Context: an optimization exercise on an open-source flow, tuned for small area and a short achievable clock period. The choices shown serve that exercise and are no tape-out recipe. Function was checked by simulation only, so behaviour that the tests miss may differ from the original.

==> flow/design.v, too long to show whole: its modules and the start of the top module <==
// module top_advanced: 1734 lines
// module add16_ks: 41 lines
// module add16_sk: 29 lines
module top_advanced (
    input  logic        clk,
    input  logic        rst_n,
    input  logic [15:0] primary_input_a,
    input  logic [15:0] primary_input_b,
    input  logic [15:0] primary_input_c,
    input  logic [15:0] primary_input_d,
    output logic [15:0] primary_output_x,
    output logic [15:0] primary_output_y,
    output logic [15:0] primary_output_z
);
  // ...
==> flow/run.sh <==
#!/bin/bash
# synth_recipe.tcl (not shown) runs the flow's synth.tcl, then flattens the netlist and writes it again
# the make line also repeats each setting of config.mk as NAME=value (left out here)
make -C /OpenROAD-flow-scripts/flow DESIGN_CONFIG=/design/flow/config.mk WORK_HOME=/design/flow/orfs CLKGATE_MAP_FILE= SYNTH_SCRIPT=/design/flow/synth_recipe.tcl finish
==> flow/config.mk <==
export PLATFORM = sky130hd
export DESIGN_NAME = top_advanced
export DESIGN_NICKNAME = top_advanced
export VERILOG_FILES = /design/flow/design.v
export SDC_FILE = /design/flow/constraint.sdc
export NUM_CORES = 4
export LEC_CHECK = 0
export ABC_AREA = 1
export CAP_MARGIN = 20
export CORE_MARGIN = 2
export CORE_UTILIZATION = 55
export SLEW_MARGIN = 20
==> flow/constraint.sdc <==
create_clock -name core_clock -period 55.0 [get_ports {clk}]
set_input_delay 11.0000 -clock core_clock [delete_from_list [all_inputs] [get_ports {clk}]]
set_output_delay 11.0000 -clock core_clock [all_outputs]
set_load 0.01 [all_outputs]
==> impl_metrics.yaml, run 1 <==
run_status:
  run_status: "no timing/DRC/antenna violations"
clocking:
  gates_resized_cts_repair: 0
  cts.repair_timing.setup_buffer_count: 0
  clk_pin_slew_ps: 60
critical_path:
  end_kind: "primary output"
  crit_path_frequent_cell: "sky130_fd_sc_hd__nand2_1"
  timing.critical_path.max_delay_family: "adder cells"
  crit_start: "primary_input_a[15]"
  worst_setup_path_endpoint: "primary_output_y[15]"
placement:
  port_buffers: 113
floorplanning:
  placement_rows: 204
  total_core_area_um2: 309000
  io-pin-count: 114
job:
  timing.max_cap.violations: 0
grt:
  total_overflow_reported_by_the_global_router: 0
  grt.busiest_layer: "met2"
finish:
  layout-drive-gt1-share: 0.0996
  multi_input_comb_area_um2: 92600
  non_clock_inverters: 2517
  num-clock-buffers: 430
timing:
  hold-worst-slack_ps: 341
min_path:
  hold_removal_path_class: "reg -> reg"
detailed_routing:
  post_drt_via_cell_ratio: 5.10
  routed_wire_length_per_instance_um: 20.9
  routed-wl-met2_mm: 219
==> run 2: changes to the inputs <==
--- a/flow/design.v
+++ b/flow/design.v
@@ -818,30 +818,30 @@
     add16_sk u_n51 (.a(n20), .b(n40), .s(n51));
     assign n52 = n20 | n51;
     assign n53 = n50 ^ n52;
     add16_sk u_n54 (.a(n42), .b(n53), .s(n54));
     assign n57 = r139_1 ^ r139_5;
     assign n59 = n42 ^ r136_1;
     assign n60 = n57 ^ n59;
     assign n63 = r139_3 >> 2;
-    add16_sk u_n64 (.a(r139_2), .b(n63), .s(n64));
+    add16_rc u_n64 (.a(r139_2), .b(n63), .s(n64));
     assign n65 = n60 ^ n64;
     assign n69 = r139_7 >> 2;
-    add16_sk u_n70 (.a(r139_6), .b(n69), .s(n70));
+    add16_rc u_n70 (.a(r139_6), .b(n69), .s(n70));
     assign n71 = r139_4 ^ n70;
     assign n72 = n65 ^ n71;
     add16_sk u_n73 (.a(n59), .b(n60), .s(n73));
     assign n74 = n72 ^ n73;
     assign n75 = n60 ^ r139_4;
     assign n76 = n42 ^ n75;
     assign n77 = r139_2 ^ r139_6;
     assign n78 = r139_3 ^ r139_7;
     assign n79 = n78 >> 2;
-    add16_sk u_n80 (.a(n77), .b(n79), .s(n80));
+    add16_rc u_n80 (.a(n77), .b(n79), .s(n80));
     assign n81 = n75 ^ n80;
     assign n82 = n65 | n81;
     assign n83 = n76 | n82;
     assign n84 = n74 | n83;
     assign n85 = n54 ^ n84;
     assign n86 = r1_1 >> 4;
     assign n87 = r1_1 ^ n86;
     assign n89 = {primary_input_b[14:0], primary_input_b[15]};
@@ -880,30 +880,30 @@
     add16_sk u_n131 (.a(n100), .b(n120), .s(n131));
     assign n132 = n100 | n131;
     assign n133 = n130 ^ n132;
     assign n134 = n122 & n133;
     assign n137 = r169_1 ^ r169_5;
     assign n139 = n133 ^ r166_1;
     assign n140 = n137 ^ n139;
     assign n143 = r169_3 >> 2;
-    add16_sk u_n144 (.a(r169_2), .b(n143), .s(n144));
+    add16_rc u_n144 (.a(r169_2), .b(n143), .s(n144));
     assign n145 = n140 ^ n144;
     assign n149 = r169_7 >> 2;
-    add16_sk u_n150 (.a(r169_6), .b(n149), .s(n150));
+    add16_rc u_n150 (.a(r169_6), .b(n149), .s(n150));
     assign n151 = r169_4 ^ n150;
     assign n152 = n145 ^ n151;
     add16_sk u_n153 (.a(n139), .b(n140), .s(n153));
     assign n154 = n152 ^ n153;
     assign n155 = n140 ^ r169_4;
     assign n156 = n133 ^ n155;
     assign n157 = r169_2 ^ r169_6;
     assign n158 = r169_3 ^ r169_7;
     assign n159 = n158 >> 2;
-    add16_sk u_n160 (.a(n157), .b(n159), .s(n160));
+    add16_rc u_n160 (.a(n157), .b(n159), .s(n160));
     assign n161 = n155 ^ n160;
     assign n162 = n145 | n161;
     assign n163 = n156 | n162;
     add16_sk u_n164 (.a(n154), .b(n163), .s(n164));
     assign n165 = n134 | n164;
     assign n166 = n85 ^ n165;
     assign n168 = r193_1 >> 4;
     assign n169 = r193_1 ^ n168;
@@ -917,225 +917,225 @@
     assign n181 = primary_input_a << 1;
     assign n182 = n180 & n181;
     assign n183 = r0_1 << 1;
     assign n184 = r228_1 & n183;
     assign n185 = n184 >> 4;
     assign n186 = n184 ^ n185;
     assign n188 = {n182[14:0], n182[15]};
     assign n189 = r236_1 | n188;
-    add16_sk u_n190 (.a(n186), .b(n189), .s(n190));
+    add16_rc u_n190 (.a(n186), .b(n189), .s(n190));
     assign n191 = n182 ^ n190;
     assign n192 = n174 & n191;
     assign n193 = primary_input_a ^ n85;
     assign n194 = r0_1 ^ r193_1;
     assign n195 = n194 >> 4;
     assign n196 = n194 ^ n195;
     assign n198 = {n193[14:0], n193[15]};
     assign n199 = r203_1 | n198;
     add16_sk u_n200 (.a(n196), .b(n199), .s(n200));
     assign n201 = n193 ^ n200;
     assign n202 = n193 & n201;
     assign n203 = n192 | n202;
     assign n206 = r268_1 ^ r268_5;
     assign n208 = n165 ^ r265_1;
     assign n209 = n206 ^ n208;
     assign n212 = r268_3 >> 2;
-    add16_sk u_n213 (.a(r268_2), .b(n212), .s(n213));
+    add16_rc u_n213 (.a(r268_2), .b(n212), .s(n213));
     assign n214 = n209 ^ n213;
     assign n218 = r268_7 >> 2;
-    add16_sk u_n219 (.a(r268_6), .b(n218), .s(n219));
+    add16_rc u_n219 (.a(r268_6), .b(n218), .s(n219));
     assign n220 = r268_4 ^ n219;
     assign n221 = n214 ^ n220;
     add16_sk u_n222 (.a(n208), .b(n209), .s(n222));
     assign n223 = n221 ^ n222;
     assign n224 = n203 | n223;
     assign n225 = n166 ^ n224;
     assign n226 = primary_input_a & n225;
     assign n228 = r301_1 >> 5;
-    add16_sk u_n229 (.a(r300_1), .b(n228), .s(n229));
+    add16_rc u_n229 (.a(r300_1), .b(n228), .s(n229));
     add16_sk u_n230 (.a(n226), .b(n229), .s(n230));
     assign n231 = n2 & n230;
     assign n233 = r2_1 >> 4;
     assign n234 = r2_1 ^ n233;
     assign n236 = {primary_input_c[14:0], primary_input_c[15]};
     assign n237 = r375_1 | n236;
-    add16_sk u_n238 (.a(n234), .b(n237), .s(n238));
+    add16_rc u_n238 (.a(n234), .b(n237), .s(n238));
     assign n239 = primary_input_c ^ n238;
     assign n242 = primary_input_d | r596_1;
     assign n245 = r594_1 & r595_1;
     assign n246 = n242 ^ n245;
     assign n247 = primary_input_d << 1;
     assign n248 = n246 & n247;
     assign n250 = r3_1 << 1;
     assign n251 = r596_1 & n250;
     assign n252 = n251 >> 4;
     assign n253 = n251 ^ n252;
     assign n255 = {n248[14:0], n248[15]};
     assign n256 = r604_1 | n255;
-    add16_sk u_n257 (.a(n253), .b(n256), .s(n257));
+    add16_rc u_n257 (.a(n253), .b(n256), .s(n257));
     assign n258 = n248 ^ n257;
     assign n259 = n239 & n258;
     assign n260 = primary_input_c ^ primary_input_d;
     assign n261 = r2_1 ^ r3_1;
     assign n262 = n261 >> 4;
     assign n263 = n261 ^ n262;
     assign n265 = {n260[14:0], n260[15]};
     assign n266 = r581_1 | n265;
-    add16_sk u_n267 (.a(n263), .b(n266), .s(n267));
+    add16_rc u_n267 (.a(n263), .b(n266), .s(n267));
     assign n268 = n260 ^ n267;
     assign n269 = n260 & n268;
     assign n270 = n259 | n269;
     assign n272 = n268 | r619_1;
     assign n275 = r617_1 & r618_1;
     assign n276 = n272 ^ n275;
     assign n277 = n268 << 1;
     assign n278 = n276 & n277;
-    add16_sk u_n279 (.a(n248), .b(n268), .s(n279));
+    add16_rc u_n279 (.a(n248), .b(n268), .s(n279));
     assign n280 = n248 | n279;
     assign n281 = n278 ^ n280;
-    add16_sk u_n282 (.a(n270), .b(n281), .s(n282));
+    add16_rc u_n282 (.a(n270), .b(n281), .s(n282));
     assign n285 = r698_1 ^ r698_5;
     assign n287 = n270 ^ r695_1;
     assign n288 = n285 ^ n287;
     assign n291 = r698_3 >> 2;
-    add16_sk u_n292 (.a(r698_2), .b(n291), .s(n292));
+    add16_rc u_n292 (.a(r698_2), .b(n291), .s(n292));
     assign n293 = n288 ^ n292;
     assign n297 = r698_7 >> 2;
-    add16_sk u_n298 (.a(r698_6), .b(n297), .s(n298));
+    add16_rc u_n298 (.a(r698_6), .b(n297), .s(n298));
     assign n299 = r698_4 ^ n298;
     assign n300 = n293 ^ n299;
-    add16_sk u_n301 (.a(n287), .b(n288), .s(n301));
+    add16_rc u_n301 (.a(n287), .b(n288), .s(n301));
     assign n302 = n300 ^ n301;
     assign n303 = n288 ^ r698_4;
     assign n304 = n270 ^ n303;
     assign n305 = r698_2 ^ r698_6;
     assign n306 = r698_3 ^ r698_7;
     assign n307 = n306 >> 2;
-    add16_sk u_n308 (.a(n305), .b(n307), .s(n308));
+    add16_rc u_n308 (.a(n305), .b(n307), .s(n308));
     assign n309 = n303 ^ n308;
     assign n310 = n293 | n309;
     assign n311 = n304 | n310;
     assign n312 = n302 | n311;
     assign n313 = n282 ^ n312;
     assign n314 = r3_1 >> 4;
     assign n315 = r3_1 ^ n314;
     assign n317 = {primary_input_d[14:0], primary_input_d[15]};
     assign n318 = r643_1 | n317;
-    add16_sk u_n319 (.a(n315), .b(n318), .s(n319));
+    add16_rc u_n319 (.a(n315), .b(n318), .s(n319));
     assign n320 = primary_input_d ^ n319;
     assign n322 = n270 | r658_1;
     assign n325 = r656_1 & r657_1;
     assign n326 = n322 ^ n325;
     assign n327 = n270 << 1;
     assign n328 = n326 & n327;
     assign n330 = r625_1 << 1;
     assign n331 = r658_1 & n330;
     assign n332 = n331 >> 4;
     assign n333 = n331 ^ n332;
     assign n335 = {n328[14:0], n328[15]};
     assign n336 = r666_1 | n335;
-    add16_sk u_n337 (.a(n333), .b(n336), .s(n337));
+    add16_rc u_n337 (.a(n333), .b(n336), .s(n337));
     assign n338 = n328 ^ n337;
     assign n339 = n320 & n338;
     assign n340 = primary_input_d ^ n270;
     assign n341 = r3_1 ^ r625_1;
     assign n342 = n341 >> 4;
     assign n343 = n341 ^ n342;
     assign n345 = {n340[14:0], n340[15]};
     assign n346 = r634_1 | n345;
-    add16_sk u_n347 (.a(n343), .b(n346), .s(n347));
+    add16_rc u_n347 (.a(n343), .b(n346), .s(n347));
     assign n348 = n340 ^ n347;
     assign n349 = n340 & n348;
     assign n350 = n339 | n349;
     assign n352 = n348 | r681_1;
     assign n355 = r679_1 & r680_1;
     assign n356 = n352 ^ n355;
     assign n357 = n348 << 1;
     assign n358 = n356 & n357;
-    add16_sk u_n359 (.a(n328), .b(n348), .s(n359));
+    add16_rc u_n359 (.a(n328), .b(n348), .s(n359));
     assign n360 = n328 | n359;
     assign n361 = n358 ^ n360;
     assign n362 = n350 & n361;
     assign n365 = r728_1 ^ r728_5;
     assign n367 = n361 ^ r725_1;
     assign n368 = n365 ^ n367;
     assign n371 = r728_3 >> 2;
-    add16_sk u_n372 (.a(r728_2), .b(n371), .s(n372));
+    add16_rc u_n372 (.a(r728_2), .b(n371), .s(n372));
     assign n373 = n368 ^ n372;
     assign n377 = r728_7 >> 2;
-    add16_sk u_n378 (.a(r728_6), .b(n377), .s(n378));
+    add16_rc u_n378 (.a(r728_6), .b(n377), .s(n378));
     assign n379 = r728_4 ^ n378;
     assign n380 = n373 ^ n379;
-    add16_sk u_n381 (.a(n367), .b(n368), .s(n381));
+    add16_rc u_n381 (.a(n367), .b(n368), .s(n381));
     assign n382 = n380 ^ n381;
     assign n383 = n368 ^ r728_4;
     assign n384 = n361 ^ n383;
     assign n385 = r728_2 ^ r728_6;
     assign n386 = r728_3 ^ r728_7;
     assign n387 = n386 >> 2;
-    add16_sk u_n388 (.a(n385), .b(n387), .s(n388));
+    add16_rc u_n388 (.a(n385), .b(n387), .s(n388));
     assign n389 = n383 ^ n388;
     assign n390 = n373 | n389;
     assign n391 = n384 | n390;
-    add16_sk u_n392 (.a(n382), .b(n391), .s(n392));
+    add16_rc u_n392 (.a(n382), .b(n391), .s(n392));
     assign n393 = n362 | n392;
     assign n394 = n313 ^ n393;
     assign n396 = primary_input_c | r328_1;
     assign n399 = r326_1 & r327_1;
     assign n400 = n396 ^ n399;
     assign n401 = primary_input_c << 1;
     assign n402 = n400 & n401;
     assign n403 = r2_1 << 1;
     assign n404 = r328_1 & n403;
     assign n405 = n404 >> 4;
     assign n406 = n404 ^ n405;
     assign n408 = {n402[14:0], n402[15]};
     assign n409 = r336_1 | n408;
-    add16_sk u_n410 (.a(n406), .b(n409), .s(n410));
+    add16_rc u_n410 (.a(n406), .b(n409), .s(n410));
     assign n411 = n402 ^ n410;
     assign n413 = r752_1 >> 4;
     assign n414 = r752_1 ^ n413;
     assign n416 = {n313[14:0], n313[15]};
     assign n417 = r772_1 | n416;
-    add16_sk u_n418 (.a(n414), .b(n417), .s(n418));
+    add16_rc u_n418 (.a(n414), .b(n417), .s(n418));
     assign n419 = n313 ^ n418;
     assign n420 = n411 & n419;
     assign n421 = primary_input_c ^ n313;
     assign n422 = r2_1 ^ r752_1;
     assign n423 = n422 >> 4;
     assign n424 = n422 ^ n423;
     assign n426 = {n421[14:0], n421[15]};
     assign n427 = r762_1 | n426;
-    add16_sk u_n428 (.a(n424), .b(n427), .s(n428));
+    add16_rc u_n428 (.a(n424), .b(n427), .s(n428));
     assign n429 = n421 ^ n428;
     assign n430 = n421 & n429;
     assign n431 = n420 | n430;
     assign n434 = r804_1 ^ r804_5;
     assign n436 = n393 ^ r801_1;
     assign n437 = n434 ^ n436;
     assign n440 = r804_3 >> 2;
-    add16_sk u_n441 (.a(r804_2), .b(n440), .s(n441));
+    add16_rc u_n441 (.a(r804_2), .b(n440), .s(n441));
     assign n442 = n437 ^ n441;
     assign n446 = r804_7 >> 2;
-    add16_sk u_n447 (.a(r804_6), .b(n446), .s(n447));
+    add16_rc u_n447 (.a(r804_6), .b(n446), .s(n447));
     assign n448 = r804_4 ^ n447;
     assign n449 = n442 ^ n448;
-    add16_sk u_n450 (.a(n436), .b(n437), .s(n450));
+    add16_rc u_n450 (.a(n436), .b(n437), .s(n450));
     assign n451 = n449 ^ n450;
     assign n452 = n431 | n451;
     assign n453 = n394 ^ n452;
     assign n454 = primary_input_c & n453;
-    add16_sk u_n455 (.a(n231), .b(n454), .s(n455));
+    add16_rc u_n455 (.a(n231), .b(n454), .s(n455));
     assign n456 = primary_input_a ^ primary_input_d;
     assign n457 = n226 | n229;
     assign n458 = n456 | n457;
     assign n459 = n455 ^ n458;
     assign n462 = r1371_1 >> 5;
-    add16_sk u_n463 (.a(r1370_1), .b(n462), .s(n463));
+    add16_rc u_n463 (.a(r1370_1), .b(n462), .s(n463));
     assign n465 = r305_1 >> 4;
     assign n466 = r305_1 ^ n465;
     assign n468 = {n231[14:0], n231[15]};
     assign n469 = r858_1 | n468;
     add16_sk u_n470 (.a(n466), .b(n469), .s(n470));
     assign n471 = n231 ^ n470;
     assign n472 = n191 & n471;
     assign n473 = primary_input_a ^ n231;
@@ -1156,30 +1156,30 @@
     add16_sk u_n492 (.a(n182), .b(n481), .s(n492));
     assign n493 = n182 | n492;
     assign n494 = n491 ^ n493;
     add16_sk u_n495 (.a(n483), .b(n494), .s(n495));
     assign n498 = r943_1 ^ r943_5;
     assign n500 = n483 ^ r940_1;
     assign n501 = n498 ^ n500;
     assign n504 = r943_3 >> 2;
-    add16_sk u_n505 (.a(r943_2), .b(n504), .s(n505));
+    add16_rc u_n505 (.a(r943_2), .b(n504), .s(n505));
     assign n506 = n501 ^ n505;
     assign n510 = r943_7 >> 2;
-    add16_sk u_n511 (.a(r943_6), .b(n510), .s(n511));
+    add16_rc u_n511 (.a(r943_6), .b(n510), .s(n511));
     assign n512 = r943_4 ^ n511;
     assign n513 = n506 ^ n512;
     add16_sk u_n514 (.a(n500), .b(n501), .s(n514));
     assign n515 = n513 ^ n514;
     assign n516 = n501 ^ r943_4;
     assign n517 = n483 ^ n516;
     assign n518 = r943_2 ^ r943_6;
     assign n519 = r943_3 ^ r943_7;
     assign n520 = n519 >> 2;
-    add16_sk u_n521 (.a(n518), .b(n520), .s(n521));
+    add16_rc u_n521 (.a(n518), .b(n520), .s(n521));
     assign n522 = n516 ^ n521;
     assign n523 = n506 | n522;
     assign n524 = n517 | n523;
     assign n525 = n515 | n524;
     assign n526 = n495 ^ n525;
     assign n528 = n483 | r903_1;
     assign n531 = r901_1 & r902_1;
     assign n532 = n528 ^ n531;
@@ -1212,30 +1212,30 @@
     add16_sk u_n565 (.a(n534), .b(n554), .s(n565));
     assign n566 = n534 | n565;
     assign n567 = n564 ^ n566;
     assign n568 = n556 & n567;
     assign n571 = r973_1 ^ r973_5;
     assign n573 = n567 ^ r970_1;
     assign n574 = n571 ^ n573;
     assign n577 = r973_3 >> 2;
-    add16_sk u_n578 (.a(r973_2), .b(n577), .s(n578));
+    add16_rc u_n578 (.a(r973_2), .b(n577), .s(n578));
     assign n579 = n574 ^ n578;
     assign n583 = r973_7 >> 2;
-    add16_sk u_n584 (.a(r973_6), .b(n583), .s(n584));
+    add16_rc u_n584 (.a(r973_6), .b(n583), .s(n584));
     assign n585 = r973_4 ^ n584;
     assign n586 = n579 ^ n585;
     add16_sk u_n587 (.a(n573), .b(n574), .s(n587));
     assign n588 = n586 ^ n587;
     assign n589 = n574 ^ r973_4;
     assign n590 = n567 ^ n589;
     assign n591 = r973_2 ^ r973_6;
     assign n592 = r973_3 ^ r973_7;
     assign n593 = n592 >> 2;
-    add16_sk u_n594 (.a(n591), .b(n593), .s(n594));
+    add16_rc u_n594 (.a(n591), .b(n593), .s(n594));
     assign n595 = n589 ^ n594;
     assign n596 = n579 | n595;
     assign n597 = n590 | n596;
     add16_sk u_n598 (.a(n588), .b(n597), .s(n598));
     assign n599 = n568 | n598;
     assign n600 = n526 ^ n599;
     assign n602 = r997_1 >> 4;
     assign n603 = r997_1 ^ n602;
@@ -1249,124 +1249,124 @@
     assign n615 = n231 << 1;
     assign n616 = n614 & n615;
     assign n617 = r305_1 << 1;
     assign n618 = r1032_1 & n617;
     assign n619 = n618 >> 4;
     assign n620 = n618 ^ n619;
     assign n622 = {n616[14:0], n616[15]};
     assign n623 = r1040_1 | n622;
-    add16_sk u_n624 (.a(n620), .b(n623), .s(n624));
+    add16_rc u_n624 (.a(n620), .b(n623), .s(n624));
     assign n625 = n616 ^ n624;
     assign n626 = n608 & n625;
     assign n627 = n231 ^ n526;
     assign n628 = r305_1 ^ r997_1;
     assign n629 = n628 >> 4;
     assign n630 = n628 ^ n629;
     assign n632 = {n627[14:0], n627[15]};
     assign n633 = r1007_1 | n632;
     add16_sk u_n634 (.a(n630), .b(n633), .s(n634));
     assign n635 = n627 ^ n634;
     assign n636 = n627 & n635;
     assign n637 = n626 | n636;
     assign n640 = r1072_1 ^ r1072_5;
     assign n642 = n599 ^ r1069_1;
     assign n643 = n640 ^ n642;
     assign n646 = r1072_3 >> 2;
-    add16_sk u_n647 (.a(r1072_2), .b(n646), .s(n647));
+    add16_rc u_n647 (.a(r1072_2), .b(n646), .s(n647));
     assign n648 = n643 ^ n647;
     assign n652 = r1072_7 >> 2;
-    add16_sk u_n653 (.a(r1072_6), .b(n652), .s(n653));
+    add16_rc u_n653 (.a(r1072_6), .b(n652), .s(n653));
     assign n654 = r1072_4 ^ n653;
     assign n655 = n648 ^ n654;
     add16_sk u_n656 (.a(n642), .b(n643), .s(n656));
     assign n657 = n655 ^ n656;
     assign n658 = n637 | n657;
     assign n659 = n600 ^ n658;
     assign n660 = n231 & n659;
     assign n661 = n455 & n660;
     add16_sk u_n662 (.a(n463), .b(n661), .s(n662));
     assign n664 = r0_1 ^ r836_1;
     assign n666 = r836_1 >> 5;
-    add16_sk u_n667 (.a(r835_1), .b(n666), .s(n667));
-    add16_sk u_n668 (.a(n454), .b(n667), .s(n668));
+    add16_rc u_n667 (.a(r835_1), .b(n666), .s(n667));
+    add16_rc u_n668 (.a(n454), .b(n667), .s(n668));
     assign n669 = n664 & n668;
     assign n672 = r1361_1 >> 5;
-    add16_sk u_n673 (.a(r1360_1), .b(n672), .s(n673));
+    add16_rc u_n673 (.a(r1360_1), .b(n672), .s(n673));
     assign n674 = r0_1 ^ r3_1;
     assign n675 = r1361_1 ^ n674;
     assign n676 = n673 & n675;
     assign n677 = primary_input_b | n676;
     assign n678 = n669 ^ n677;
     assign n679 = r300_1 & primary_input_c;
-    add16_sk u_n680 (.a(primary_input_a), .b(r21_1), .s(n680));
-    add16_sk u_n681 (.a(n14), .b(n17), .s(n681));
+    add16_rc u_n680 (.a(primary_input_a), .b(r21_1), .s(n680));
+    add16_rc u_n681 (.a(n14), .b(n17), .s(n681));
     assign n682 = n14 | r34_1;
-    add16_sk u_n683 (.a(n20), .b(r44_1), .s(n683));
-    add16_sk u_n684 (.a(n32), .b(r11_1), .s(n684));
-    add16_sk u_n685 (.a(n44), .b(n47), .s(n685));
+    add16_rc u_n683 (.a(n20), .b(r44_1), .s(n683));
+    add16_rc u_n684 (.a(n32), .b(r11_1), .s(n684));
+    add16_rc u_n685 (.a(n44), .b(n47), .s(n685));
     assign n686 = n44 | r57_1;
-    add16_sk u_n688 (.a(r65_1), .b(r134_1), .s(n688));
-    add16_sk u_n689 (.a(primary_input_b), .b(r84_1), .s(n689));
-    add16_sk u_n690 (.a(n94), .b(n97), .s(n690));
+    add16_rc u_n688 (.a(r65_1), .b(r134_1), .s(n688));
+    add16_rc u_n689 (.a(primary_input_b), .b(r84_1), .s(n689));
+    add16_rc u_n690 (.a(n94), .b(n97), .s(n690));
     assign n691 = n94 | r97_1;
-    add16_sk u_n692 (.a(n100), .b(r107_1), .s(n692));
-    add16_sk u_n693 (.a(n112), .b(r74_1), .s(n693));
-    add16_sk u_n694 (.a(n124), .b(n127), .s(n694));
+    add16_rc u_n692 (.a(n100), .b(r107_1), .s(n692));
+    add16_rc u_n693 (.a(n112), .b(r74_1), .s(n693));
+    add16_rc u_n694 (.a(n124), .b(n127), .s(n694));
     assign n695 = n124 | r120_1;
-    add16_sk u_n698 (.a(r130_1), .b(r164_1), .s(n698));
-    add16_sk u_n699 (.a(n85), .b(r213_1), .s(n699));
-    add16_sk u_n700 (.a(n176), .b(n179), .s(n700));
+    add16_rc u_n698 (.a(r130_1), .b(r164_1), .s(n698));
+    add16_rc u_n699 (.a(n85), .b(r213_1), .s(n699));
+    add16_rc u_n700 (.a(n176), .b(n179), .s(n700));
     assign n701 = n176 | r226_1;
-    add16_sk u_n702 (.a(n182), .b(r236_1), .s(n702));
-    add16_sk u_n703 (.a(n193), .b(r203_1), .s(n703));
-    add16_sk u_n706 (.a(r196_1), .b(r263_1), .s(n706));
+    add16_rc u_n702 (.a(n182), .b(r236_1), .s(n702));
+    add16_rc u_n703 (.a(n193), .b(r203_1), .s(n703));
+    add16_rc u_n706 (.a(r196_1), .b(r263_1), .s(n706));
     assign n707 = r2_1 | n228;
-    add16_sk u_n708 (.a(primary_input_c), .b(r375_1), .s(n708));
-    add16_sk u_n709 (.a(n242), .b(n245), .s(n709));
+    add16_rc u_n708 (.a(primary_input_c), .b(r375_1), .s(n708));
+    add16_rc u_n709 (.a(n242), .b(n245), .s(n709));
     assign n710 = n242 | r594_1;
-    add16_sk u_n711 (.a(n248), .b(r604_1), .s(n711));
-    add16_sk u_n712 (.a(n260), .b(r581_1), .s(n712));
-    add16_sk u_n713 (.a(n272), .b(n275), .s(n713));
+    add16_rc u_n711 (.a(n248), .b(r604_1), .s(n711));
+    add16_rc u_n712 (.a(n260), .b(r581_1), .s(n712));
+    add16_rc u_n713 (.a(n272), .b(n275), .s(n713));
     assign n714 = n272 | r617_1;
-    add16_sk u_n716 (.a(r625_1), .b(r693_1), .s(n716));
-    add16_sk u_n717 (.a(primary_input_d), .b(r643_1), .s(n717));
-    add16_sk u_n718 (.a(n322), .b(n325), .s(n718));
+    add16_rc u_n716 (.a(r625_1), .b(r693_1), .s(n716));
+    add16_rc u_n717 (.a(primary_input_d), .b(r643_1), .s(n717));
+    add16_rc u_n718 (.a(n322), .b(n325), .s(n718));
     assign n719 = n322 | r656_1;
-    add16_sk u_n720 (.a(n328), .b(r666_1), .s(n720));
-    add16_sk u_n721 (.a(n340), .b(r634_1), .s(n721));
-    add16_sk u_n722 (.a(n352), .b(n355), .s(n722));
+    add16_rc u_n720 (.a(n328), .b(r666_1), .s(n720));
+    add16_rc u_n721 (.a(n340), .b(r634_1), .s(n721));
+    add16_rc u_n722 (.a(n352), .b(n355), .s(n722));
     assign n723 = n352 | r679_1;
-    add16_sk u_n726 (.a(r689_1), .b(r723_1), .s(n726));
-    add16_sk u_n727 (.a(n396), .b(n399), .s(n727));
+    add16_rc u_n726 (.a(r689_1), .b(r723_1), .s(n726));
+    add16_rc u_n727 (.a(n396), .b(n399), .s(n727));
     assign n728 = n396 | r326_1;
-    add16_sk u_n729 (.a(n402), .b(r336_1), .s(n729));
-    add16_sk u_n730 (.a(n313), .b(r772_1), .s(n730));
-    add16_sk u_n731 (.a(n421), .b(r762_1), .s(n731));
-    add16_sk u_n734 (.a(r755_1), .b(r799_1), .s(n734));
+    add16_rc u_n729 (.a(n402), .b(r336_1), .s(n729));
+    add16_rc u_n730 (.a(n313), .b(r772_1), .s(n730));
+    add16_rc u_n731 (.a(n421), .b(r762_1), .s(n731));
+    add16_rc u_n734 (.a(r755_1), .b(r799_1), .s(n734));
     assign n736 = n462 | r829_1;
     assign n737 = n454 & r1370_1;
-    add16_sk u_n738 (.a(n231), .b(r858_1), .s(n738));
-    add16_sk u_n739 (.a(n473), .b(r848_1), .s(n739));
-    add16_sk u_n740 (.a(n485), .b(n488), .s(n740));
+    add16_rc u_n738 (.a(n231), .b(r858_1), .s(n738));
+    add16_rc u_n739 (.a(n473), .b(r848_1), .s(n739));
+    add16_rc u_n740 (.a(n485), .b(n488), .s(n740));
     assign n741 = n485 | r871_1;
-    add16_sk u_n743 (.a(r879_1), .b(r938_1), .s(n743));
-    add16_sk u_n744 (.a(n528), .b(n531), .s(n744));
+    add16_rc u_n743 (.a(r879_1), .b(r938_1), .s(n743));
+    add16_rc u_n744 (.a(n528), .b(n531), .s(n744));
     assign n745 = n528 | r901_1;
-    add16_sk u_n746 (.a(n534), .b(r911_1), .s(n746));
-    add16_sk u_n747 (.a(n546), .b(r888_1), .s(n747));
-    add16_sk u_n748 (.a(n558), .b(n561), .s(n748));
+    add16_rc u_n746 (.a(n534), .b(r911_1), .s(n746));
+    add16_rc u_n747 (.a(n546), .b(r888_1), .s(n747));
+    add16_rc u_n748 (.a(n558), .b(n561), .s(n748));
     assign n749 = n558 | r924_1;
-    add16_sk u_n752 (.a(r934_1), .b(r968_1), .s(n752));
-    add16_sk u_n753 (.a(n526), .b(r1017_1), .s(n753));
-    add16_sk u_n754 (.a(n610), .b(n613), .s(n754));
+    add16_rc u_n752 (.a(r934_1), .b(r968_1), .s(n752));
+    add16_rc u_n753 (.a(n526), .b(r1017_1), .s(n753));
+    add16_rc u_n754 (.a(n610), .b(n613), .s(n754));
     assign n755 = n610 | r1030_1;
-    add16_sk u_n756 (.a(n616), .b(r1040_1), .s(n756));
-    add16_sk u_n757 (.a(n627), .b(r1007_1), .s(n757));
-    add16_sk u_n760 (.a(r1000_1), .b(r1067_1), .s(n760));
+    add16_rc u_n756 (.a(n616), .b(r1040_1), .s(n756));
+    add16_rc u_n757 (.a(n627), .b(r1007_1), .s(n757));
+    add16_rc u_n760 (.a(r1000_1), .b(r1067_1), .s(n760));
     assign n761 = primary_input_a & r835_1;
     assign n762 = r0_1 | n666;
     assign n763 = n672 | n674;
     assign n764 = n456 & r1360_1;
     assign n765 = r65_1 >> 2;
     assign n766 = r130_1 >> 2;
     assign n767 = r196_1 >> 2;
     assign n768 = r625_1 >> 2;
@@ -1797,8 +1797,23 @@
                     assign gl[l+1][i] = gl[l][i];
                     assign pl[l+1][i] = pl[l][i];
                 end
             end
         end
     endgenerate
     assign s = p0 ^ {gl[4][14:0], 1'b0};
 endmodule
+module add16_rc (
+    input  logic [15:0] a,
+    input  logic [15:0] b,
+    output logic [15:0] s
+);
+    logic [16:0] c;
+    assign c[0] = 1'b0;
+    genvar i;
+    generate
+        for (i = 0; i < 16; i++) begin : bit_
+            assign s[i] = a[i] ^ b[i] ^ c[i];
+            assign c[i+1] = (a[i] & b[i]) | (c[i] & (a[i] ^ b[i]));
+        end
+    endgenerate
+endmodule
==> flow/config.mk (replaced) <==
export PLATFORM = sky130hd
export DESIGN_NAME = top_advanced
export DESIGN_NICKNAME = top_advanced
export VERILOG_FILES = /design/flow/design.v
export SDC_FILE = /design/flow/constraint.sdc
export NUM_CORES = 4
export LEC_CHECK = 0
export ABC_AREA = 1
export CAP_MARGIN = 20
export CORE_MARGIN = 2
export CORE_UTILIZATION = 35
export SLEW_MARGIN = 20
==> run 2 against run 1 <==
Die area rose by 47%. Non-clock buffer count rose by 25. Critical path depth rose by 2. Hold slack got worse by 3.1 ps. Synthesized cell count fell by 15%. Sequential share of layout area rose by 1.7 points. Still clean on timing, DRC and antenna. Global-route usage fell by 12 points. Routed wire length fell by 11%. Fmax barely moved. Clock skew rose by 21 ps. Cell area fell by 4.5%.
==> impl_metrics.yaml, run 2 <==
run_status:
  run_status: "no timing/DRC/antenna violations"
clocking:
  ctsHoldBuffers: 0
  clk_pin_slew_ps: 60
  clock_path_buffers: 4
  htree_levels: 5
  cts.repair_timing.setup_buffer_count: 0
  clock_tree_from_tritoncts: "done"
  cts-buffers-inserted: 319
  cts.root.buffer_cell: "sky130_fd_sc_hd__clkbuf_16"
  clk_latency_ps: 950
  clock_sink_count: 2721
  gates_resized_cts_repair: 0
detailed_routing:
  post_drt_via_cell_ratio: 4.42
  vias: 96200
  antenna_viol_nets_final: 0
  drt_pass1_iterations: 5
  drtIter0Drc: 6283
  drcViolationCount: 0
  wirelength_mm: 420
  routed_wire_length_per_instance_um: 19.3
logic_synthesis:
  syn_avg_cell_area_um2: 10.7
  synth.yosys.seq_area_share: 0.427
  yosysMostFrequentCell: "sky130_fd_sc_hd__inv_1"
  synthesis.nets: 17200
  synth-seq-cells: 2721
  yosys_warnings: 4
  syn_inst: 15000
  synth_top_cells_by_count: "sky130_fd_sc_hd__inv_1, sky130_fd_sc_hd__dfrtp_1, sky130_fd_sc_hd__nand2_1"
  post_synth_main_area_contributors: "sky130_fd_sc_hd__dfrtp_1, sky130_fd_sc_hd__fa_1, sky130_fd_sc_hd__xor2_1"
  synth_top_flop_cell: "sky130_fd_sc_hd__dfrtp_1"
  synth_area_um2: 160000
  cell_type_contributing_the_most_total_cell_area_after_synthesis: "sky130_fd_sc_hd__dfrtp_1"
  postSynth.asyncResetShare: 1.00
  synth_enable_flop_cells: 0
  netlist-cell-type-count: 73
  netlist.area_leader.share: 0.427
floorplanning:
  floorplan.die_area_um2: 462000
  total_core_area_um2: 455000
  fp.dieH_um: 679
  placement_rows: 248
  io-pin-count: 114
  start_util: 0.351
  die_width_um: 679
finish:
  multi_input_comb_area_um2: 80000
  layout.cells.most_common: "sky130_fd_sc_hd__inv_1"
  ff_latch_area_um2: 68100
  final_cell_count_no_fill: 21700
  area.growth.synth_to_final_pct: 12.9
  fill_cells: 43700
  layout-drive-gt1-share: 0.107
  layout.nets: 17700
  highest_count_cells_in_the_layout_ignoring_fill_and_taps: "sky130_fd_sc_hd__inv_1, sky130_fd_sc_hd__dfrtp_1, sky130_fd_sc_hd__nand2_1"
timing:
  slew_at_the_pin_with_the_worst_max_slew_slack_ps: 1230
  setup_repair_after_global_routing_missed_its_margin: "false"
  fin_worst_skew_ps: 66.5
  fin_crit_sh: 0.939
  timing_max_transition_violations_final: 0
  setup_total_negative_slack_ps: 0
  hold_violations: 0
  fmaxAchievable_ghz: 0.0194
  slew_headroom: 0.178
  report.final.setup_viol: 0
  fin_crit_ps: 51650
placement:
  hpwlAfterDp_mm: 336
  port_buffers: 113
  place.gp.congestion: 0.895
  numPlacedInstances: 21200
critical_path:
  critical_path_cell_with_the_highest_stage_delay: "sky130_fd_sc_hd__clkdlybuf4s50_1"
  crit_path_max_fanout: 6
  rr_worst_depth: 123
  end_kind: "primary output"
  critPathLaunchType: "input port"
  crit_path_max_incr_delay_ps: 820
  crit_path_frequent_cell: "sky130_fd_sc_hd__inv_1"
  worst_ep_arrival_time_ps: 40650
  worst_path_class_setup: "in -> out"
  critical_path_required_ps: 44000
job:
  timing.max_cap.violations: 0
grt:
  grt_antenna_before_repair: 36
  vias_in_the_first_global_route: 103000
  global_route_wire_length_before_repair_mm: 646
  gr-usage-all-layers: 0.186
  largest_net_degree_at_the_start_of_global_routing: 159
  total_overflow_reported_by_the_global_router: 0
min_path:
  hold_removal_path_class: "reg -> reg"
  worstHoldPathCells: 0
-- run 2: metal layers --
layer	global-route usage	wire, um
met5	0	139
met2	0.311	201000
met1	0.244	180000
met3	0.0278	20400
met4	0.0707	18000
-- run 2: cells by family (layout without fill, tap and decap cells) --
logic type,Yosys count,count (layout),share of synthesized area
other,0,21,0
buffers and inverters,3058,3827,0.0728
and+or+nand+nor,4093,4093,0.118
DFF,2721,2721,0.427
AOI/OAI and AO/OA,595,595,0.0226
xor gates and xnor gates,2330,2330,0.129
muxes,5,5,0.000329
adders and majority gates,2148,2148,0.231
-- run 2: worst paths after layout --
check / startpoint / endpoint / slack, ps
min in group asynchronous: rst_n / r973_1[3] / 10060
max: primary_input_b[15] / primary_output_y[15] / 3350
min reg2reg: r139_3[0] / r139_4[0] / 340
min: r139_3[0] / r139_4[0] / 340
max in group asynchronous: rst_n / r728_1[1] / 39690
max reg2reg: r0_1[4] / r924_1[15] / 27740
-- run 2: critical path, delay by kind of cell --
| family | cells | cell delay (ps) |
|---|---|---|
| buffers and inverters | 24 | 3350 |
| AO/OA/AOI/OAI | 41 | 7330 |
| AND/OR/NAND/NOR | 38 | 5360 |
| XOR/XNOR | 25 | 5530 |
| adder cells (fa/ha/maj) | 25 | 7990 |
-- run 2: cell type report --
class | count | share of cell area
tap | 6000 | 0.0417
multi-input combinational | 9171 | 0.444
sequential | 2721 | 0.378
inverter | 2964 | 0.0618
clock inverter | 134 | 0.00955
timing repair buffer | 294 | 0.0141
clock buffer | 435 | 0.0510
antenna | 21 | 0.000292
-- run 2: stage by stage --
stage,instance area (um2),hold slack [ps],utilization,setup slack [ps]
2_1_floorplan,160000,331,-,8880
3_3_place_gp,169000,331,0.372,3660
3_5_place_dp,169000,335,0.372,3330
4_1_cts,180000,331,0.396,3230
5_1_grt,180000,355,0.396,1060
6_report,180000,338,0.396,3350
==> run 3: changes to the inputs <==
--- a/flow/config.mk
+++ b/flow/config.mk
@@ -9,4 +9,5 @@
 export CAP_MARGIN = 20
 export CORE_MARGIN = 2
 export CORE_UTILIZATION = 35
+export SETUP_SLACK_MARGIN = 5
 export SLEW_MARGIN = 20
==> run 3 against run 2 <==
Still clean. Sequential share of layout area fell by 0.19 points. Flip-flop and latch count stayed put. Routed wire length grew 0.45%. Largest cell class unchanged.
==> impl_metrics.yaml, run 3 <==
placement:
  place.gp.congestion: 0.895
  hpwlAfterDp_mm: 336
  port_buffers: 113
  setup_slack_after_placement_ps: 3330
  postPlaceCellArea_um2: 169000
clocking:
  cts-buffers-inserted: 319
  clock_tree_from_tritoncts: "done"
  ctsHoldBuffers: 0
  clk_latency_ps: 950
  clk_pin_slew_ps: 60
  clock_sink_count: 2721
  htree_levels: 5
  clock_path_buffers: 4
  cts.root.buffer_cell: "sky130_fd_sc_hd__clkbuf_16"
logic_synthesis:
  synth_area_um2: 160000
  yosysMostFrequentCell: "sky130_fd_sc_hd__inv_1"
  synthesis.nets: 17200
  cell_type_contributing_the_most_total_cell_area_after_synthesis: "sky130_fd_sc_hd__dfrtp_1"
  synth.yosys.seq_area_share: 0.427
  synth_enable_flop_cells: 0
  synth-seq-cells: 2721
  synth_top_flop_cell: "sky130_fd_sc_hd__dfrtp_1"
  netlist.area_leader.share: 0.427
  post_synth_main_area_contributors: "sky130_fd_sc_hd__dfrtp_1, sky130_fd_sc_hd__fa_1, sky130_fd_sc_hd__xor2_1"
  syn_inst: 15000
  yosys_warnings: 4
  postSynth.asyncResetShare: 1.00
  synth_top_cells_by_count: "sky130_fd_sc_hd__inv_1, sky130_fd_sc_hd__dfrtp_1, sky130_fd_sc_hd__nand2_1"
  syn_avg_cell_area_um2: 10.7
  netlist-cell-type-count: 73
critical_path:
  rr_worst_depth: 99
  worst_ep_arrival_time_ps: 37410
  critPathLaunchType: "input port"
  r2r-end: "r924_1[15]"
  worst_path_class_setup: "in -> out"
  end_kind: "primary output"
  crit_path_frequent_cell: "sky130_fd_sc_hd__a21o_1"
  timing.rr.start: "r139_7[2]"
  critical_path_cell_with_the_highest_stage_delay: "sky130_fd_sc_hd__clkdlybuf4s50_1"
  critical_path_required_ps: 44000
  timing.critical_path.max_delay_family: "adder cells"
  cp_num_buf_inv: 23
  regToRegSetupSlack_ps: 29060
  crit_path_max_incr_delay_ps: 560
  crit_path_max_fanout: 6
timing:
  timing_max_transition_violations_final: 0
  slew_at_the_pin_with_the_worst_max_slew_slack_ps: 1240
  setup_repair_after_global_routing_missed_its_margin: "false"
  fin_crit_ps: 48410
  fin_worst_skew_ps: 64.9
  report.final.setup_viol: 0
  hold_violations: 0
  slew_headroom: 0.175
  postLayoutSetupSlackWorst_ps: 6590
  setup_total_negative_slack_ps: 0
  fmaxAchievable_ghz: 0.0207
  fin_crit_sh: 0.880
finish:
  area.growth.synth_to_final_pct: 13.5
  layout.cells.most_common: "sky130_fd_sc_hd__inv_1"
  layout-drive-gt1-share: 0.115
  finalInstanceArea_um2: 181000
  highest_count_cells_in_the_layout_ignoring_fill_and_taps: "sky130_fd_sc_hd__inv_1, sky130_fd_sc_hd__dfrtp_1, sky130_fd_sc_hd__nand2_1"
  layout.nets: 17700
detailed_routing:
  wirelength_mm: 422
  vias: 96700
  post_drt_via_cell_ratio: 4.44
  drcViolationCount: 0
  drt_pass1_iterations: 7
  antenna_viol_nets_final: 0
  routed_wire_length_per_instance_um: 19.4
  drtIter0Drc: 6205
floorplanning:
  total_core_area_um2: 455000
  floorplan.die_area_um2: 462000
  io-pin-count: 114
  fp.dieH_um: 679
  placement_rows: 248
  die_width_um: 679
  start_util: 0.351
min_path:
  worstHoldPathCells: 0
  whs_endpoint: "r139_4[0]"
  hold_removal_path_class: "reg -> reg"
  min-delay-start: "r139_3[0]"
grt:
  grt_antenna_before_repair: 36
  largest_net_degree_at_the_start_of_global_routing: 159
  gr-usage-all-layers: 0.186
  vias_in_the_first_global_route: 103000
  global_route_wire_length_before_repair_mm: 647
  total_overflow_reported_by_the_global_router: 0
run_status:
  run_status: "no timing/DRC/antenna violations"
job:
  timing.max_cap.violations: 0
-- run 3: changes by cell type in the layout (fill, tap and decap cells not counted), sizes merged, moves of 2 or more --
cell           previous run  this run
clkdlybuf4s50           112       104
clkbuf                  435       440
dlymetal6s2s              0         3
diode                    21        19
buf                     182       219
-- run 3: cells by family after synthesis --
logic type / synth area share
AO/OA/AOI/OAI: 0.0226
XOR/XNOR: 0.129
adder cells (fa/ha/maj): 0.231
buffers and inverters: 0.0728
flip-flops: 0.427
multiplexers: 0.000329
AND/OR/NAND/NOR: 0.118
-- run 3: per-layer routing --
layer / track usage / share of wire / up-vias
met5: 0 / 0.00031 / -
met4: 0.0690 / 0.044 / 20
met3: 0.0281 / 0.049 / 585
met2: 0.312 / 0.48 / 1843
met1: 0.244 / 0.43 / 48700
li1: - / - / 45500
-- run 3: through the flow --
step / cells / util / hold WS (ps)
floorplan: 15000 / - / 331
global placement: 21200 / 0.372 / 331
detailed placement: 21200 / 0.372 / 335
CTS: 21700 / 0.396 / 331
global route: 21800 / 0.398 / 355
finish: 21800 / 0.398 / 336
-- run 3: worst register-to-register path: cells and delay by family (launching register included) --
family	cells	cell delay [ps]
adder cells (fa/ha/maj)	38	15470
AND/OR/NAND/NOR	24	3460
buffers and inverters	11	1130
flip-flops	1	380
XOR/XNOR	8	1450
AO/OA/AOI/OAI	18	3900
-- run 3: cell type report --
type	instances	area (um2)
diodes	19	47.5
clock buffers	435	9180
clock inverters	134	1720
fillers	43600	274000
inverters	2964	11100
multi-input cells	9171	80500
flip-flops and latches	2721	68100
well taps	6000	7510
repair buffers	332	2900
-- run 3: worst max-delay path by stage --
stage | startpoint | slack (ps) | end | cells past startpoint
global route | primary_input_a[15] | 4910 | primary_output_y[14] | 150
global placement | primary_input_b[15] | 3660 | primary_output_y[15] | 154
floorplan | primary_input_a[15] | 8880 | primary_output_y[15] | 147
detailed placement | primary_input_b[15] | 3330 | primary_output_y[15] | 152
finish | primary_input_a[15] | 6590 | primary_output_y[14] | 145
CTS | primary_input_a[15] | 5050 | primary_output_y[15] | 153
-- run 3: repair_timing --
action                     4_1_cts  5_1_grt
gates cloned                     0        1
setup buffers                    6       31
pin swaps                        5       35
resized for setup               41      105
setup endpoints to repair        8       11
==> run 4: changes to the inputs <==
--- a/flow/config.mk
+++ b/flow/config.mk
@@ -9,5 +9,7 @@
 export CAP_MARGIN = 20
 export CORE_MARGIN = 2
 export CORE_UTILIZATION = 35
+export CTS_CLUSTER_DIAMETER = 100
+export CTS_CLUSTER_SIZE = 20
 export SETUP_SLACK_MARGIN = 5
 export SLEW_MARGIN = 20
==> run 4 against run 3 <==
Sequential share of layout area rose by 1.4 points. Register-to-register slack gained 30 ps. Utilization down 1.4 points. Via count down 1.6%. Synthesized cell count is the same. Routed wire length is 1.1% lower. Clock skew rose by 6.3 ps. Cell area fell by 3.5%. Count of clock-buffer cells in the layout is 264 lower. Non-clock buffer count is 1 higher. Fmax is essentially flat.
==> impl_metrics.yaml, run 4 <==
logic_synthesis:
  synth_enable_flop_cells: 0
  cell_type_contributing_the_most_total_cell_area_after_synthesis: "sky130_fd_sc_hd__dfrtp_1"
  synth_top_cells_by_count: "sky130_fd_sc_hd__inv_1, sky130_fd_sc_hd__dfrtp_1, sky130_fd_sc_hd__nand2_1"
  post_synth_mux_area_share: 0.000329
  yosysMostFrequentCell: "sky130_fd_sc_hd__inv_1"
  yosys_warnings: 4
  synth.yosys.seq_area_share: 0.427
  netlist-cell-type-count: 73
  syn_avg_cell_area_um2: 10.7
  netlist.area_leader.share: 0.427
  post_synth_main_area_contributors: "sky130_fd_sc_hd__dfrtp_1, sky130_fd_sc_hd__fa_1, sky130_fd_sc_hd__xor2_1"
  area_fraction_in_and_or_nand_and_nor_cells_after_synthesis: 0.118
  synth_fa_ha_area_frac: 0.231
  post_synth_xor_area_fraction: 0.129
  synth-seq-cells: 2721
  synth_top_flop_cell: "sky130_fd_sc_hd__dfrtp_1"
  synth_area_um2: 160000
  syn_inst: 15000
  compound_cell_area_share_of_the_yosys_netlist: 0.0226
  synthesis.nets: 17200
  postSynth.asyncResetShare: 1.00
  dominant_combinational_cell_family_by_area_after_synthesis: "adder cells"
clocking:
  clock_tree_from_tritoncts: "done"
  cts-buffers-inserted: 163
  clock_path_buffers: 4
  clk_latency_ps: 950
  clock_sink_count: 2721
  clk_pin_slew_ps: 90
  htree_levels: 4
  cts.root.buffer_cell: "sky130_fd_sc_hd__clkbuf_16"
job:
  timing.max_cap.violations: 0
critical_path:
  crit_path_max_fanout: 6
  critical_path_required_ps: 44000
  end_kind: "primary output"
  regToRegSetupSlack_ps: 29090
  crit_path_max_incr_delay_ps: 570
  timing.critical_path.max_delay_family: "adder cells"
  cp_num_buf_inv: 22
  worst_path_class_setup: "in -> out"
  crit_path_frequent_cell: "sky130_fd_sc_hd__a21o_1"
  r2r-end: "r924_1[15]"
  critical_path_cell_with_the_highest_stage_delay: "sky130_fd_sc_hd__clkdlybuf4s50_1"
  rr_worst_depth: 99
  worst_ep_arrival_time_ps: 37420
  timing.rr.start: "r139_3[2]"
  critPathLaunchType: "input port"
  crit_start: "primary_input_a[15]"
floorplanning:
  io-pin-count: 114
  floorplan.die_area_um2: 462000
  placement_rows: 248
  die_width_um: 679
  fp.dieH_um: 679
  start_util: 0.351
  total_core_area_um2: 455000
detailed_routing:
  antenna_viol_nets_final: 0
  drtIter0Drc: 6557
  post_drt_via_cell_ratio: 4.45
  routed_wire_length_per_instance_um: 19.5
  drcViolationCount: 0
  wirelength_mm: 417
  drt_pass1_iterations: 5
  vias: 95200
finish:
  fill_cells: 44200
  layout.nets: 17600
  layout.cells.most_common: "sky130_fd_sc_hd__inv_1"
  layout-drive-gt1-share: 0.0961
  highest_count_cells_in_the_layout_ignoring_fill_and_taps: "sky130_fd_sc_hd__inv_1, sky130_fd_sc_hd__dfrtp_1, sky130_fd_sc_hd__nand2_1"
  area.growth.synth_to_final_pct: 9.45
timing:
  slew_headroom: 0.177
  fin_crit_sh: 0.880
  timing_max_transition_violations_final: 0
  hold_violations: 0
  fin_worst_skew_ps: 71.2
  report.final.setup_viol: 0
  slew_at_the_pin_with_the_worst_max_slew_slack_ps: 1230
  setup_total_negative_slack_ps: 0
  setup_repair_after_global_routing_missed_its_margin: "false"
  fin_crit_ps: 48420
  fmaxAchievable_ghz: 0.0207
grt:
  gr-usage-all-layers: 0.184
  vias_in_the_first_global_route: 101000
  grt_antenna_before_repair: 40
  global_route_wire_length_before_repair_mm: 639
  largest_net_degree_at_the_start_of_global_routing: 159
  total_overflow_reported_by_the_global_router: 0
min_path:
  hold_removal_path_class: "reg -> reg"
  worstHoldPathCells: 0
  whs_endpoint: "r1370_1[12]"
  min-delay-start: "r829_1[12]"
placement:
  hpwlAfterDp_mm: 336
  place.gp.congestion: 0.895
  port_buffers: 113
run_status:
  run_status: "no timing/DRC/antenna violations"
run 4: per-stage QoR:
stage           util  hold WS [ps]  instance area [um2]  worst slack [ps]  std cells
2_1_floorplan      -           331               160000              8880      15000
3_3_place_gp   0.372           331               169000              3660      21200
3_5_place_dp   0.372           335               169000              3330      21200
4_1_cts        0.382           344               174000              5050      21400
5_1_grt        0.384           355               175000              4940      21400
6_report       0.384           344               175000              6580      21400
run 4: routing by layer:
layer,global-route usage,vias up,share of wire
met3,0.0237,505,0.043
met1,0.245,48100,0.43
li1,-,45000,-
met2,0.309,1567,0.48
met5,0,-,0.00028
met4,0.0659,20,0.043
run 4: kinds of logic after synthesis:
group	Yosys count
DFF	2721
buffers and inverters	3058
AOI/OAI and AO/OA	595
and+or+nand+nor	4093
xor gates and xnor gates	2330
adders and majority gates	2148
muxes	5
run 4: final cells by class:
| cell class | instances | area, um2 | area share |
|---|---|---|---|
| multi-input combinational | 9171 | 80500 | 0.461 |
| sequential | 2721 | 68100 | 0.390 |
| inverter | 2964 | 11100 | 0.0638 |
| tap | 6000 | 7510 | 0.0430 |
| clock buffer | 171 | 4180 | 0.0239 |
| timing repair buffer | 333 | 2920 | 0.0167 |
| clock inverter | 23 | 312 | 0.00178 |
| antenna | 20 | 50.0 | 0.000286 |
run 4: worst max-delay path by stage:
stage                                      end  slack, ps  depth (start not counted)
after floorplan           primary_output_y[15]       8880                        147
after global placement    primary_output_y[15]       3660                        154
after detailed placement  primary_output_y[15]       3330                        152
after CTS                 primary_output_y[15]       5050                        153
after global routing      primary_output_y[14]       4940                        146
final                     primary_output_y[14]       6580                        146
run 4: timing repair:
action,in CTS,in global routing
buffers inserted,6,31
pin swaps,5,35
endpoints found under the setup margin,8,11
resized for setup,40,108
cloned,0,1
hold buffers,0,0
==> run 5: changes to the inputs <==
==> flow/flow/run.sh (new file) <==
#!/bin/bash
set -u
cd "$(dirname "$0")/.."
cp standard.sh standard.sh.orig.txt 2>/dev/null || true
cp config.mk config.mk.orig.txt 2>/dev/null || true
{
  echo "export SETUP_SLACK_MARGIN = ${MARGIN:-12}"
} >> config.mk
bash standard.sh > standard.log 2>&1
rc=$?
exit $rc
==> flow/standard.sh (new file) <==
#!/bin/bash
# synth_recipe.tcl (not shown) runs the flow's synth.tcl, then flattens the netlist and writes it again
# the make line also repeats each setting of config.mk as NAME=value (left out here)
make -C /OpenROAD-flow-scripts/flow DESIGN_CONFIG=/design/flow/config.mk WORK_HOME=/design/flow/orfs CLKGATE_MAP_FILE= SYNTH_SCRIPT=/design/flow/synth_recipe.tcl "${@:-finish}"
--- a/flow/config.mk
+++ b/flow/config.mk
@@ -11,5 +11,5 @@
 export CORE_UTILIZATION = 35
 export CTS_CLUSTER_DIAMETER = 100
 export CTS_CLUSTER_SIZE = 20
-export SETUP_SLACK_MARGIN = 5
 export SLEW_MARGIN = 20
+export SETUP_SLACK_MARGIN = 12
removed: flow/run.sh
==> run 5 against run 4 <==
Still clean on timing, DRC and antenna. Hold slack got worse by 11 ps. Synthesized cell count unchanged. Via count increased by 1.2%. Synthesized area unchanged. Count of clock-buffer cells in the layout increased by 7. Fmax increased by 4.6%. First-iteration DRC count decreased by 2.5%. Utilization increased by 1.0 points. Global-route usage increased by 0.12 points. Final cell count increased by 0.86%. Highest routed layer unchanged.
==> impl_metrics.yaml, run 5 <==
run_status:
  run_status: "no timing/DRC/antenna violations"
timing:
  setup_total_negative_slack_ps: 0
  slew_headroom: 0.226
  hold_violations: 0
  setup_repair_after_global_routing_missed_its_margin: "true"
  postLayoutSetupSlackWorst_ps: 8720
  slew_at_the_pin_with_the_worst_max_slew_slack_ps: 1160
  report.final.setup_viol: 0
  fin_worst_skew_ps: 70.5
  fin_crit_sh: 0.841
  fin_crit_ps: 46280
  timing_max_transition_violations_final: 0
  fmaxAchievable_ghz: 0.0216
floorplanning:
  fp.dieH_um: 679
  placement_rows: 248
  total_core_area_um2: 455000
  start_util: 0.351
  floorplan.die_area_um2: 462000
  io-pin-count: 114
  die_width_um: 679
finish:
  layout-drive-gt1-share: 0.137
  final_cell_count_no_fill: 21600
  highest_count_cells_in_the_layout_ignoring_fill_and_taps: "sky130_fd_sc_hd__inv_1, sky130_fd_sc_hd__dfrtp_1, sky130_fd_sc_hd__nand2_1"
  finalInstanceArea_um2: 179000
  fill_cells: 43800
  area.growth.synth_to_final_pct: 12.3
  layout.cells.most_common: "sky130_fd_sc_hd__inv_1"
  layout.nets: 17700
placement:
  place.gp.congestion: 0.886
  setup_slack_after_placement_ps: 4810
  numPlacedInstances: 21100
  port_buffers: 113
  postPlaceCellArea_um2: 170000
  hpwlAfterDp_mm: 336
grt:
  largest_net_degree_at_the_start_of_global_routing: 169
  total_overflow_reported_by_the_global_router: 0
  gr-usage-all-layers: 0.185
  global_route_wire_length_before_repair_mm: 644
  vias_in_the_first_global_route: 102000
  grt_antenna_before_repair: 31
critical_path:
  critical_path_cell_with_the_highest_stage_delay: "sky130_fd_sc_hd__fa_2"
  crit_path_frequent_cell: "sky130_fd_sc_hd__a21o_1"
  timing.rr.start: "r139_7[2]"
  crit_path_max_incr_delay_ps: 540
  regToRegSetupSlack_ps: 30250
  crit_path_max_fanout: 3
  critPathLaunchType: "input port"
  worst_ep_arrival_time_ps: 35280
  end_kind: "primary output"
  rr_worst_depth: 94
  critical_path_required_ps: 44000
  worst_path_class_setup: "in -> out"
  r2r-end: "r924_1[15]"
logic_synthesis:
  synth_enable_flop_cells: 0
  syn_inst: 15000
  synth_top_cells_by_count: "sky130_fd_sc_hd__inv_1, sky130_fd_sc_hd__dfrtp_1, sky130_fd_sc_hd__nand2_1"
  netlist.area_leader.share: 0.427
  cell_type_contributing_the_most_total_cell_area_after_synthesis: "sky130_fd_sc_hd__dfrtp_1"
  synth_area_um2: 160000
  yosys_warnings: 4
  netlist-cell-type-count: 73
  postSynth.asyncResetShare: 1.00
  post_synth_main_area_contributors: "sky130_fd_sc_hd__dfrtp_1, sky130_fd_sc_hd__fa_1, sky130_fd_sc_hd__xor2_1"
  synth_top_flop_cell: "sky130_fd_sc_hd__dfrtp_1"
  yosysMostFrequentCell: "sky130_fd_sc_hd__inv_1"
  synth-seq-cells: 2721
  synthesis.nets: 17200
  syn_avg_cell_area_um2: 10.7
  synth.yosys.seq_area_share: 0.427
detailed_routing:
  wirelength_mm: 421
  post_drt_via_cell_ratio: 4.46
  antenna_viol_nets_final: 0
  drcViolationCount: 0
  vias: 96300
  routed_wire_length_per_instance_um: 19.5
  drtIter0Drc: 6392
  drt_pass1_iterations: 6
clocking:
  clock_sink_count: 2721
  clock_path_buffers: 4
  htree_levels: 4
  clk_pin_slew_ps: 80
  cts.root.buffer_cell: "sky130_fd_sc_hd__clkbuf_16"
  clk_latency_ps: 950
  cts-buffers-inserted: 165
  clock_tree_from_tritoncts: "done"
min_path:
  whs_endpoint: "r804_7[12]"
  hold_removal_path_class: "reg -> reg"
  worstHoldPathCells: 0
  min-delay-start: "r804_6[12]"
job:
  timing.max_cap.violations: 0
run 5: cell counts after synthesis:
No cell type changed its count.
run 5: how the worst max path moves through the flow:
stage                   startpoint                   end  slack [ps]  cells after the start
2_1_floorplan   primary_input_b[1]  primary_output_y[15]       10380                    154
3_3_place_gp   primary_input_a[15]  primary_output_y[15]        5110                    157
3_5_place_dp   primary_input_a[15]  primary_output_y[15]        4810                    154
4_1_cts        primary_input_b[15]  primary_output_y[15]        8360                    153
5_1_grt        primary_input_a[15]  primary_output_y[15]        7300                    154
6_report       primary_input_a[15]  primary_output_y[15]        8720                    153
run 5: final cells by class:
cell class,count,area (um2),area share
clock buffers,178,4280,0.0239
inverters,2964,11200,0.0623
repair buffers,507,4440,0.0248
clock inverters,31,420,0.00234
flip-flops and latches,2721,68100,0.380
diodes,14,35.0,0.000195
well taps,6000,7510,0.0419
multi-input cells,9171,83300,0.465
run 5: kinds of logic after synthesis:
| group | share of synthesized area |
|---|---|
| compound gates | 0.0226 |
| xor+xnor | 0.129 |
| fa+ha+maj | 0.231 |
| buf+inv | 0.0728 |
| flops | 0.427 |
| mux | 0.000329 |
| simple gates | 0.118 |
run 5: routing by layer:
layer / global-route usage / routed length [um]
met1: 0.249 / 183000
met2: 0.311 / 203000
met3: 0.0204 / 16700
met4: 0.0664 / 17800
met5: 0 / 91
run 5: stage by stage:
stage / util / hold slack, ps
after detailed placement: 0.373 / 335
after floorplan: - / 331
after global placement: 0.373 / 332
final: 0.394 / 334
after CTS: 0.389 / 320
after global routing: 0.394 / 339
run 5: critical path: cells and delay by family:
kind / cells / cell delay [ps]
fa+ha+maj: 26 / 7230
compound gates: 40 / 6260
simple gates: 35 / 4060
xor+xnor: 26 / 4740
buf+inv: 26 / 1880
run 5: repair_timing:
action	CTS	global route
gates cloned	0	0
setup endpoints to repair	32	23
resized for setup	475	314
setup buffers	123	102
pin swaps	206	297
hold buffers	0	0
==> run 6: changes to the inputs <==
--- a/flow/config.mk
+++ b/flow/config.mk
@@ -12,4 +12,5 @@
 export CTS_CLUSTER_DIAMETER = 100
 export CTS_CLUSTER_SIZE = 20
 export SLEW_MARGIN = 20
+export TNS_END_PERCENT = 10
 export SETUP_SLACK_MARGIN = 12
==> run 6 against run 5 <==
Still clean on timing, DRC and antenna. Count of clock-buffer cells in the layout fell by 3. Utilization fell by 0.44 points. Flip-flop and latch count stayed put. Clock skew is 8.1 ps higher. Critical path depth decreased by 3. Via count is 0.19% lower. Critical endpoint unchanged. Highest routed layer unchanged.
==> impl_metrics.yaml, run 6 <==
timing:
  fin_worst_skew_ps: 78.7
  fin_crit_ps: 46500
  slew_at_the_pin_with_the_worst_max_slew_slack_ps: 1140
  report.final.setup_viol: 0
  setup_total_negative_slack_ps: 0
  fin_crit_sh: 0.846
  setup_repair_after_global_routing_missed_its_margin: "true"
  timing_max_transition_violations_final: 0
clocking:
  clock_tree_from_tritoncts: "done"
  htree_levels: 4
  ctsHoldBuffers: 0
  clk_latency_ps: 940
  clock_sink_count: 2721
detailed_routing:
  antenna_viol_nets_final: 0
  drtIter0Drc: 6365
  routed_wire_length_per_instance_um: 19.6
  wirelength_mm: 422
floorplanning:
  fp.dieH_um: 679
  total_core_area_um2: 455000
  die_width_um: 679
  io-pin-count: 114
  start_util: 0.351
grt:
  grt_antenna_before_repair: 39
  vias_in_the_first_global_route: 102000
  total_overflow_reported_by_the_global_router: 0
critical_path:
  critPathLaunchType: "input port"
  crit_path_max_fanout: 3
  rr_worst_depth: 99
  critical_path_required_ps: 44000
  critical_path_cell_with_the_highest_stage_delay: "sky130_fd_sc_hd__fa_2"
  worst_path_class_setup: "in -> out"
finish:
  layout.cells.most_common: "sky130_fd_sc_hd__inv_1"
  layout-drive-gt1-share: 0.118
  fill_cells: 44200
  area.growth.synth_to_final_pct: 11.0
  layout.nets: 17700
logic_synthesis:
  synth_area_um2: 160000
  post_synth_main_area_contributors: "sky130_fd_sc_hd__dfrtp_1, sky130_fd_sc_hd__fa_1, sky130_fd_sc_hd__xor2_1"
  synthesis.nets: 17200
  netlist-cell-type-count: 73
  synth_top_cells_by_count: "sky130_fd_sc_hd__inv_1, sky130_fd_sc_hd__dfrtp_1, sky130_fd_sc_hd__nand2_1"
  netlist.area_leader.share: 0.427
  yosysMostFrequentCell: "sky130_fd_sc_hd__inv_1"
  synth_enable_flop_cells: 0
run_status:
  run_status: "no timing/DRC/antenna violations"
min_path:
  worstHoldPathCells: 0
  hold_removal_path_class: "reg -> reg"
  min-delay-start: "r829_1[14]"
placement:
  hpwlAfterDp_mm: 338
run 6: cell counts after synthesis:
Identical to the previous run, type by type.
run 6: timing repair:
item,in CTS,in global routing
gates resized for setup,267,167
pin swaps,146,186
setup buffers,125,68
endpoints found under the setup margin,30,32
run 6: cells by family after synthesis:
family,synth area share
AO/OA/AOI/OAI,0.0226
adder cells (fa/ha/maj),0.231
flip-flops,0.427
XOR/XNOR,0.129
buffers and inverters,0.0728
multiplexers,0.000329
AND/OR/NAND/NOR,0.118
run 6: metrics by stage:
step	instance area [um2]	util	setup slack (ps)
floorplan	160000	-	10020
global placement	170000	0.372	4910
detailed placement	170000	0.372	4710
CTS	176000	0.386	8430
global route	177000	0.389	7250
finish	177000	0.389	8500
run 6: area by class of cell:
| class | instances | share of cell area |
|---|---|---|
| Clock buffer | 175 | 0.0240 |
| Timing Repair Buffer | 482 | 0.0236 |
| Clock inverter | 27 | 0.00170 |
| Multi-Input combinational cell | 9171 | 0.461 |
| Sequential cell | 2721 | 0.384 |
| Tap cell | 6000 | 0.0423 |
| Inverter | 2964 | 0.0630 |
| Antenna cell | 17 | 0.000240 |
run 6: layer usage:
layer | vias up | share of wire | global-route usage
li1 | 45200 | - | -
met1 | 48900 | 0.43 | 0.248
met2 | 1505 | 0.49 | 0.315
met3 | 464 | 0.042 | 0.0233
met4 | 22 | 0.038 | 0.0592
met5 | - | 0.00033 | 0
run 6: worst max path at each step:
stage	startpoint	endpoint	slack (ps)	cells after the start
after global placement	primary_input_a[15]	primary_output_y[15]	4910	156
after global routing	primary_input_b[1]	primary_output_y[15]	7250	156
after detailed placement	primary_input_a[15]	primary_output_y[15]	4710	153
after CTS	primary_input_b[15]	primary_output_y[15]	8430	154
after floorplan	primary_input_b[1]	primary_output_y[15]	10020	153
final	primary_input_a[15]	primary_output_y[15]	8500	150
run 6: critical path: cells and delay by family:
family | cells | cell delay [ps]
xor+xnor | 26 | 4750
compound gates | 38 | 6130
simple gates | 36 | 4120
fa+ha+maj | 26 | 7600
buf+inv | 24 | 1830

## what the ideal ports hide
No port has a modelled driver above. Below, the same layouts with a new extraction and two added sets of constraints. Step 1: set_driving_cell puts a clkbuf_16 on clk and a buf_2 on each other input, an assumption about the parent block. Step 2 adds t to the input delays and takes it off the output delays; t is the mean of the earliest and latest rising clock arrival at the registers after step 1. Input paths then give back, and output paths get back, about the clock's delay inside the block. Three values: no drivers, after step 1, after step 2; two values: the first two.
run | t (ns) | setup slack, ns | worst register clock-pin slew, ns
run 1 | 1.006 | 3.309 / 3.286 / 3.286 | 0.07 / 0.07
run 2 | 1.034 | 3.349 / 3.231 / 3.231 | 0.07 / 0.07
run 3 | 1.032 | 6.589 / 6.559 / 6.559 | 0.06 / 0.06
run 4 | 1.024 | 6.582 / 6.553 / 6.553 | 0.10 / 0.10
run 5 | 1.021 | 8.719 / 8.582 / 8.582 | 0.10 / 0.10
run 6 | 1.010 | 8.496 / 8.356 / 8.356 | 0.10 / 0.10
After both steps every run listed still meets setup and hold. For run 6, which loses most, drivers alone change the setup slack by -0.140 ns; drivers and shift together by -0.140 ns.
